What follows belongs to an exercise in optimizing a design on an open flow for small area and a short achievable clock period; a production flow would make more cautious choices. The RTL of this run was laid out without a check of its function. Power figures rest on the tool's default switching activity, not on a simulated workload.

==> flow/design.v <==
module CLA_adder (x, y, s, cout, c23);
  input  [23:0] x, y;
  output [23:0] s;
  output cout;
  output c23;           
  wire [23:0] h = x ^ y;
  wire [23:0] a = x & y;
  wire [23:0] o = x | y;
  wire [5:0] g, p;
  genvar j;
  generate
    for (j = 0; j < 6; j = j + 1) begin : gp
      assign g[j] = a[4*j+3] | (a[4*j+2] & o[4*j+3]) | (a[4*j] & o[4*j+3] & o[4*j+2]);
      assign p[j] = &o[4*j+3:4*j];
    end
  endgenerate
  wire g10 = g[1] | (p[1] & g[0]);
  wire g21 = g[2] | (p[2] & g[1]);
  wire p21 = p[2] & p[1];
  wire g32 = g[3] | (p[3] & g[2]);
  wire p32 = p[3] & p[2];
  wire g43 = g[4] | (p[4] & g[3]);
  wire p43 = p[4] & p[3];
  wire g54 = g[5] | (p[5] & g[4]);
  wire p54 = p[5] & p[4];
  wire [6:0] c;
  assign c[0] = 1'b0;
  assign c[1] = g[0];
  assign c[2] = g10;
  assign c[3] = g21 | (p21 & g[0]);
  assign c[4] = g32 | (p32 & g10);
  assign c[5] = g43 | (p43 & g21) | (p43 & p21 & g[0]);
  assign c[6] = g54 | (p54 & g32) | (p54 & p32 & g10);
  assign cout = c[6];
  generate
    for (j = 0; j < 6; j = j + 1) begin : sm
      wire ci = c[j];
      wire l1 = a[4*j];
      wire l2 = a[4*j+1] | (h[4*j+1] & a[4*j]);
      wire l3 = a[4*j+2] | (h[4*j+2] & a[4*j+1]) | (h[4*j+2] & h[4*j+1] & a[4*j]);
      wire t1 = h[4*j];
      wire t2 = h[4*j+1] & h[4*j];
      wire t3 = h[4*j+2] & h[4*j+1] & h[4*j];
      assign s[4*j+3:4*j] = h[4*j+3:4*j] ^ {l3 | (t3 & ci), l2 | (t2 & ci), l1 | (t1 & ci), ci};
      if (j == 5) begin : top
        assign c23 = l3 | (t3 & ci);
      end
    end
  endgenerate
endmodule
module fpa_with_regisers (clk, reset, en, inputA, inputB, result, OF);
  input clk, reset, en;
  input [31:0] inputA, inputB;
  output [31:0] result;
  output OF;
  wire [60:0] st_in;
  wire        ofa_in;
  reg  [60:0] st;      
  reg         ofa;     
  reg         fresh;
  wire [34:0] pr_in;
  reg  [34:0] pr;      
  fpa_align al (.A(inputA), .B(inputB), .st(st_in), .ofa(ofa_in));
  always @(posedge clk) begin
    if (en)
      st <= st_in;
    if (reset) begin
      ofa   <= 1'b0;
      fresh <= 1'b1;
    end else if (en) begin
      ofa   <= ofa_in;
      fresh <= 1'b0;
    end
    if (reset | (en & fresh))
      pr <= 35'd0;
    else if (en)
      pr <= pr_in;
  end
  fpa_add  ad (.st(st), .ofa(ofa), .pr(pr_in), .OF(OF));
  fpa_norm nm (.pr(pr), .O(result));
endmodule
module fpa_align (A, B, st, ofa);
  input  [31:0] A, B;
  output [60:0] st;
  output ofa;
  wire [7:0]  ea = A[30:23];
  wire [7:0]  eb = B[30:23];
  wire        ha = |ea;
  wire        hb = |eb;
  wire        a_zero = ~ha & ~|A[22:0];
  wire        b_zero = ~hb & ~|B[22:0];
  wire        sel_a = (&ea) | b_zero;
  wire        sel_b = (&eb) | a_zero;
  wire        sub = A[31] ^ B[31];
  wire        special = sel_a | sel_b;
  wire [8:0]  dab = {1'b0, ea} - {1'b0, eb};
  wire [7:0]  dba = eb - ea;
  wire        a_ge = ~dab[8];
  wire        xa = a_ge & ~(sel_b & ~sel_a);
  wire [7:0]  d  = xa ? dab[7:0] : dba;
  wire        far = (|d[7:5]) | (d[4] & d[3]);    
  wire        eqeff = (ea == eb) | ((ea[7:1] == 7'd0) & (eb[7:1] == 7'd0));
  wire [23:0] ma = {ha, A[22:0]};
  wire [23:0] mb = {hb, B[22:0]};
  wire [23:0] ma_s = (~ha & hb) ? {A[22:0], 1'b0} : ma;
  wire [23:0] mb_s = (~hb & ha) ? {B[22:0], 1'b0} : mb;
  wire [23:0] m_x = xa ? ma : mb;
  wire [23:0] m_y = xa ? mb_s : ma_s;
  wire        a_gt = ma > mb;
  wire        fix = sub & eqeff & (xa ^ a_gt);      
  wire        inv_y = sub & ~fix;
  wire [23:0] t = m_y >> d[4:0];
  wire [23:0] y = (far ? 24'd0 : t) ^ {24{inv_y}};
  wire [23:0] x = m_x ^ {24{fix}};
  wire        sign = special ? (xa ? A[31] : B[31])
                   : eqeff   ? (a_gt ? A[31] : B[31])
                   :           (xa ? A[31] : B[31]);
  wire [7:0]  e_x = xa ? ea : eb;
  wire        y23 = inv_y ^ (eqeff & (xa ? hb : ha));
  assign ofa = ~(x[23] ^ y23);
  assign st = {special, sign, eqeff & ~sub, sub, special & fix, e_x, x, y};
endmodule
module fpa_add (st, ofa, pr, OF);
  input  [60:0] st;
  input  ofa;
  output [34:0] pr;
  output OF;
  wire        special  = st[60];
  wire        sign     = st[59];
  wire        shr_eq   = st[58];
  wire        sub      = st[57];
  wire        spec_inv = st[56];
  wire [7:0]  e_raw    = st[55:48];
  wire [23:0] x        = st[47:24];
  wire [23:0] y        = st[23:0];
  wire        hx       = |e_raw;
  wire [7:0]  e_big    = {e_raw[7:1], e_raw[0] | ~hx};
  wire [23:0] s;
  wire        cout, c23;
  CLA_adder add (.x(x), .y(y), .s(s), .cout(cout), .c23(c23));
  assign OF = ofa & (x[23] ^ c23);
  wire        shr = shr_eq | (~sub & cout);
  reg  [4:0]  z;
  integer i;
  always @(*) begin
    z = 5'd0;
    for (i = 0; i <= 22; i = i + 1)
      if (s[i]) z = 5'd22 - i[4:0];
  end
  wire        norm = ~s[23] & (|s[22:3]);
  wire [22:0] sc = {s[21:0], 1'b0} << {z[4:3], 3'b000};
  reg [7:0]  o_e;
  reg [22:0] o_m;
  reg [2:0]  o_z;
  always @(*) begin
    o_z = 3'd0;
    if (special) begin
      o_e = e_raw;
      o_m = x[22:0] ^ {23{spec_inv}};
    end else if (shr) begin
      o_e = e_big + 8'd1;
      o_m = s[23:1];
    end else if (norm) begin
      o_e = e_big - 8'd1 - {3'd0, z};
      o_m = sc;
      o_z = z[2:0];
    end else begin
      o_e = e_big;
      o_m = s[22:0];
    end
  end
  assign pr = {sign, o_e, o_m, o_z};
endmodule
module fpa_norm (pr, O);
  input  [34:0] pr;
  output [31:0] O;
  assign O = {pr[34:26], pr[25:3] << pr[2:0]};
endmodule
==> flow/flow/run.sh <==
#!/bin/bash
# Layout flow: the standard ORFS flow, with two settings changed:
#  - no full/half-adder cell extraction in synthesis (ABC maps the arithmetic);
#  - repair_timing aims for a setup slack margin that matches the period this
#    design can reach rather than the design's much longer clock period.
# The SDC, the clock period and every other step are the standard flow's own.
set -uo pipefail
bash standard.sh ADDER_MAP_FILE= SETUP_SLACK_MARGIN=6.0 finish > standard.log 2>&1
==> flow/standard.sh <==
#!/bin/bash
# synth_recipe.tcl (not shown) runs the flow's synth.tcl, then flattens the netlist and writes it again
# the make line also repeats each setting of config.mk as NAME=value (left out here)
make -C /OpenROAD-flow-scripts/flow DESIGN_CONFIG=/design/flow/config.mk WORK_HOME=/design/flow/orfs CLKGATE_MAP_FILE= SYNTH_SCRIPT=/design/flow/synth_recipe.tcl "${@:-finish}"
==> flow/config.mk <==
export PLATFORM = sky130hd
export DESIGN_NAME = fpa_with_regisers
export DESIGN_NICKNAME = fpa_with_regisers
export VERILOG_FILES = /design/flow/design.v
export SDC_FILE = /design/flow/constraint.sdc
export NUM_CORES = 4
export LEC_CHECK = 0
export ABC_AREA = 1
export CAP_MARGIN = 20
export CORE_MARGIN = 2
export CORE_UTILIZATION = 45
export SLEW_MARGIN = 20
==> flow/constraint.sdc <==
create_clock -name core_clock -period 11.0 [get_ports {clk}]
set_input_delay 2.2000 -clock core_clock [delete_from_list [all_inputs] [get_ports {clk}]]
set_output_delay 2.2000 -clock core_clock [all_outputs]
set_load 0.01 [all_outputs]
==> qor.txt <==
Layout cells sized above 1 -> 20.1%
Routed Antenna Nets -> 0
Part of the Yosys area used for sequential elements -> 23.8%
# IOs -> 100
Minimum clock period -> 5.02 ns
GRT Resource Usage Total -> 29.7%
Die Area -> 25200 um2
Leakage power total -> 6.40 nW
Clock slew at reported path FFs -> 0.08 ns
Final setup margin -> 5.98 ns
Post-DP HPWL -> 26900 um
P&R area growth vs syn -> 31.2%
Main synth FF type -> edfxtp_1
Die height -> 159 um
Tcrit/Tclk final -> 45.6%
Class of the worst hold path -> reg2reg
Async set-reset flop share out of synthesis -> 0%
Max VDD drop -> 0.109 mV
H-tree depth -> 3
First-pass GRT wire length -> 60700 um
Syn Nets -> 1866
Final instance area -> 14200 um2
Wire per inst -> 17.4 um
CP endpoint kind -> flop
Die width -> 159 um
Num CTS Buffers -> 9
Grt ovf -> 0
Reg2reg path depth -> 24
N_diodes -> 0
Post-synth EDFFs -> 61
Placed cell areas -> 11800 um2
Worst path arrival time -> 5.13 ns
Post-CTS Hold Fix Bufs -> 0
Max-slew violations -> 0
Critical path data required time -> 11.10 ns
Skew-Pair Late Insertion Delay -> 0.36 ns
PwrDens -> 134 nW/um2
Post-Synthesis Cells -> 1799
Initial core utilization -> 45.8%
Worst slew pin tran -> 0.967 ns
Status -> finished clean
Hold slack -> 0.461 ns
Final Skew -> 0.0169 ns
Root buf cell -> clkbuf_16
Total wire length -> 39300 um
Total Nets Final -> 2001
Critical R2R Capture -> pr[31]$_SDFFE_PP0P_
Synth Cell Area -> 10800 um2
Site Rows -> 56
Largest net degree at the start of global routing -> 58
Max Fclk -> 199 MHz
RSZ-0062 raised after global routing -> yes
Final Hold Vio Count -> 0
Vias in the first global route -> 11600
Routability cong. -> 0.938
YS warnings -> 2
Initial antenna violation count -> 0
Synthesized area per cell -> 6.00 um2
Drt drc -> 0
Startpoint Class -> input pin
Vias -> 12600
Worst hold path depth -> 2
Clk sinks -> 98
TNS Setup -> 0 ns
CTS tree -> done
Hold path start -> fresh$_SDFFE_PP1P_
Pwr Total -> 1.89 mW
IO Port Bufs -> 99
Setup violations, final -> 0
R2r setup slk -> 6.95 ns
Flops & latches, synth -> 98
Yosys cell types -> 59
Max-slew headroom -> 35.5%
Reg-to-Reg Start -> st[35]$_DFFE_PP_
Hold Path End -> fresh$_SDFFE_PP1P_
DR iter-0 viols -> 957
Max-cap violations -> 0
DR pass1 iterations -> 7
Maximum fanout along the worst path -> 6
Vias per cell -> 5.56
Critical path type -> in2reg
Placement Setup Slack -> 3.40 ns
CTS Buffer Depth -> 2
Core Area -> 23500 um2
cell families (layout without fill, tap and decap cells):
| kind of cell | count (synthesis) | in the layout | share of synthesized area (%) |
|---|---|---|---|
| simple gates | 852 | 858 | 32.8 |
| flops | 98 | 98 | 23.8 |
| mux | 11 | 11 | 1.02 |
| xor+xnor | 87 | 87 | 7.37 |
| buf+inv | 318 | 452 | 11.8 |
| compound gates | 433 | 433 | 23.1 |
registers in the layout (all words and copies together), names as in the netlist:
register	flops
ofa	1
fresh	1
pr	35
st	61
synth_stat cells (2+ instances only):
library cell  instances  area [um2]
a211oi_1              4        30.0
nor2_1              160         601
buf_4                13        97.6
clkbuf_1             59         221
nor2_2                7        43.8
nand3_2               2        20.0
dfxtp_1              37         741
edfxtp_1             61        1830
inv_1               193         724
xnor2_1               8        70.1
o22ai_1               2        12.5
o211ai_1             54         405
a21boi_0              3        22.5
o21ai_1              13        65.1
o221ai_1              8        70.1
inv_2                22        82.6
or2_1                 2        12.5
mux2i_1              11         110
buf_2                15        75.1
clkinv_1              7        26.3
nand3_1              82         410
o21ai_0             227        1140
nand2_2               4        25.0
a21oi_1              68         340
nand4_1              17         106
nor3_1               16        80.1
buf_1                 6        22.5
a31o_2                2        17.5
o311ai_0              2        17.5
nor2_4                3        33.8
nor4_1               17         106
xnor2_2               2        32.5
nand2_1             527        1980
buf_6                 2        22.5
a31oi_1              34         213
o21a_1                3        22.5
nand3b_1              4        30.0
xor2_1               76         666
and2_1                2        12.5
or2_2                 5        31.3
final cells by class:
cell class | count | area (um2)
fill | 2270 | 9380
multi-input combinational | 1389 | 7970
sequential | 98 | 2580
timing repair buffer | 210 | 1950
inverter | 223 | 925
tap | 319 | 399
clock buffer | 10 | 250
clock inverter | 6 | 62.6
timing repair inverter | 3 | 20.0
power by group:
part | internal (mW) | switching, mW | total, mW
registers | 0.441 | 0.0385 | 0.480
clock network | 0.175 | 0.161 | 0.336
logic | 0.390 | 0.686 | 1.08
total | 1.01 | 0.886 | 1.89
per-stage QoR:
step           util (%)  instances
6_report           60.1       2258
5_1_grt            60.1       2258
4_1_cts            58.0       2231
3_5_place_dp       50.3       2133
3_3_place_gp       50.3       2133
2_1_floorplan         -       1799
per-layer routing:
layer / vias up / global-route usage (%) / wire length (um)
met2: 524 / 51.9 / 18900
met5: - / 0 / 0
met3: 109 / 3.37 / 2480
met4: 0 / 12.6 / 1690
li1: 6215 / - / -
met1: 5704 / 37.1 / 16200
critical path: stages:
cell and delay [ns]:
buf_2 0.13, nor4_4 0.33, nand4_1 0.24, o21a_1 0.28
nand2_4 0.11, nand2_8 0.08, buf_6 0.14, o21ai_1 0.21
xor2_2 0.21, buf_6 0.19, clkinvlp_4 0.18, buf_4 0.18
a31oi_1 0.17, nand2_1 0.08, o21ai_0 0.18, nand2_4 0.07
xor2_1 0.14
worst max-delay path by stage:
stage	slack (ns)	endpoint	from
2_1_floorplan	6.04	st[15]$_DFFE_PP_	inputA[26]
3_3_place_gp	3.49	st[17]$_DFFE_PP_	inputA[30]
3_5_place_dp	3.40	st[17]$_DFFE_PP_	inputA[28]
4_1_cts	5.92	st[6]$_DFFE_PP_	inputA[24]
5_1_grt	5.84	st[16]$_DFFE_PP_	inputA[11]
6_report	5.98	st[13]$_DFFE_PP_	inputB[11]
placed cells by master (no fill, tap or decap), drive strengths merged, types with 3 or more instances in the layout:
cell / synthesis / routed
o21a: 3 / 3
clkinvlp: 0 / 7
a21boi: 3 / 3
o211ai: 55 / 55
inv: 216 / 216
nand2: 532 / 538
a211oi: 4 / 4
edfxtp: 61 / 61
nor2: 170 / 170
nand4: 17 / 17
a21oi: 68 / 68
nand3b: 4 / 4
xor2: 77 / 77
clkbuf: 59 / 32
clkdlybuf4s50: 0 / 35
bufbuf: 0 / 4
buf: 36 / 125
o311ai: 3 / 3
o221ai: 8 / 8
nand3: 85 / 85
nor4: 17 / 17
clkinv: 7 / 9
dlygate4sd2: 0 / 16
nor3: 17 / 17
o21ai: 241 / 241
clkdlybuf4s15: 0 / 7
mux2i: 11 / 11
xnor2: 10 / 10
a31oi: 35 / 35
or2: 7 / 7
dfxtp: 37 / 37
repair_timing:
item                                    CTS  global route
setup buffers                            68            24
gates cloned                             14             3
resized for setup                       343           156
endpoints found under the setup margin   72            63
pin swaps                                71            51

port drivers added, routing unchanged:
The flow's constraints put no driver on any port. The routed layout listed below was extracted and timed again, unchanged, in two steps.
Step 1 assumes that a clkbuf_16 drives the clock port and a buf_2 every other input.
Step 2 adds t to the input delays and takes it off the output delays; t is the mean of the earliest and latest rising clock arrival at the registers after step 1. Input paths then give back, and output paths get back, about the clock's delay inside the block.
Slacks: ideal / step 1 / step 2; pairs: ideal / step 1.
shift t [ns]: 0.399
slack for setup (ns): 5.979 / 5.996 / 5.597
slew at the worst register clock pin (ns): 0.09 / 0.09
cell pins on the clock port's net: 1
After both steps setup and hold are still met in this run. For this run, drivers alone change the setup slack by +0.017 ns; drivers and shift together by -0.382 ns.
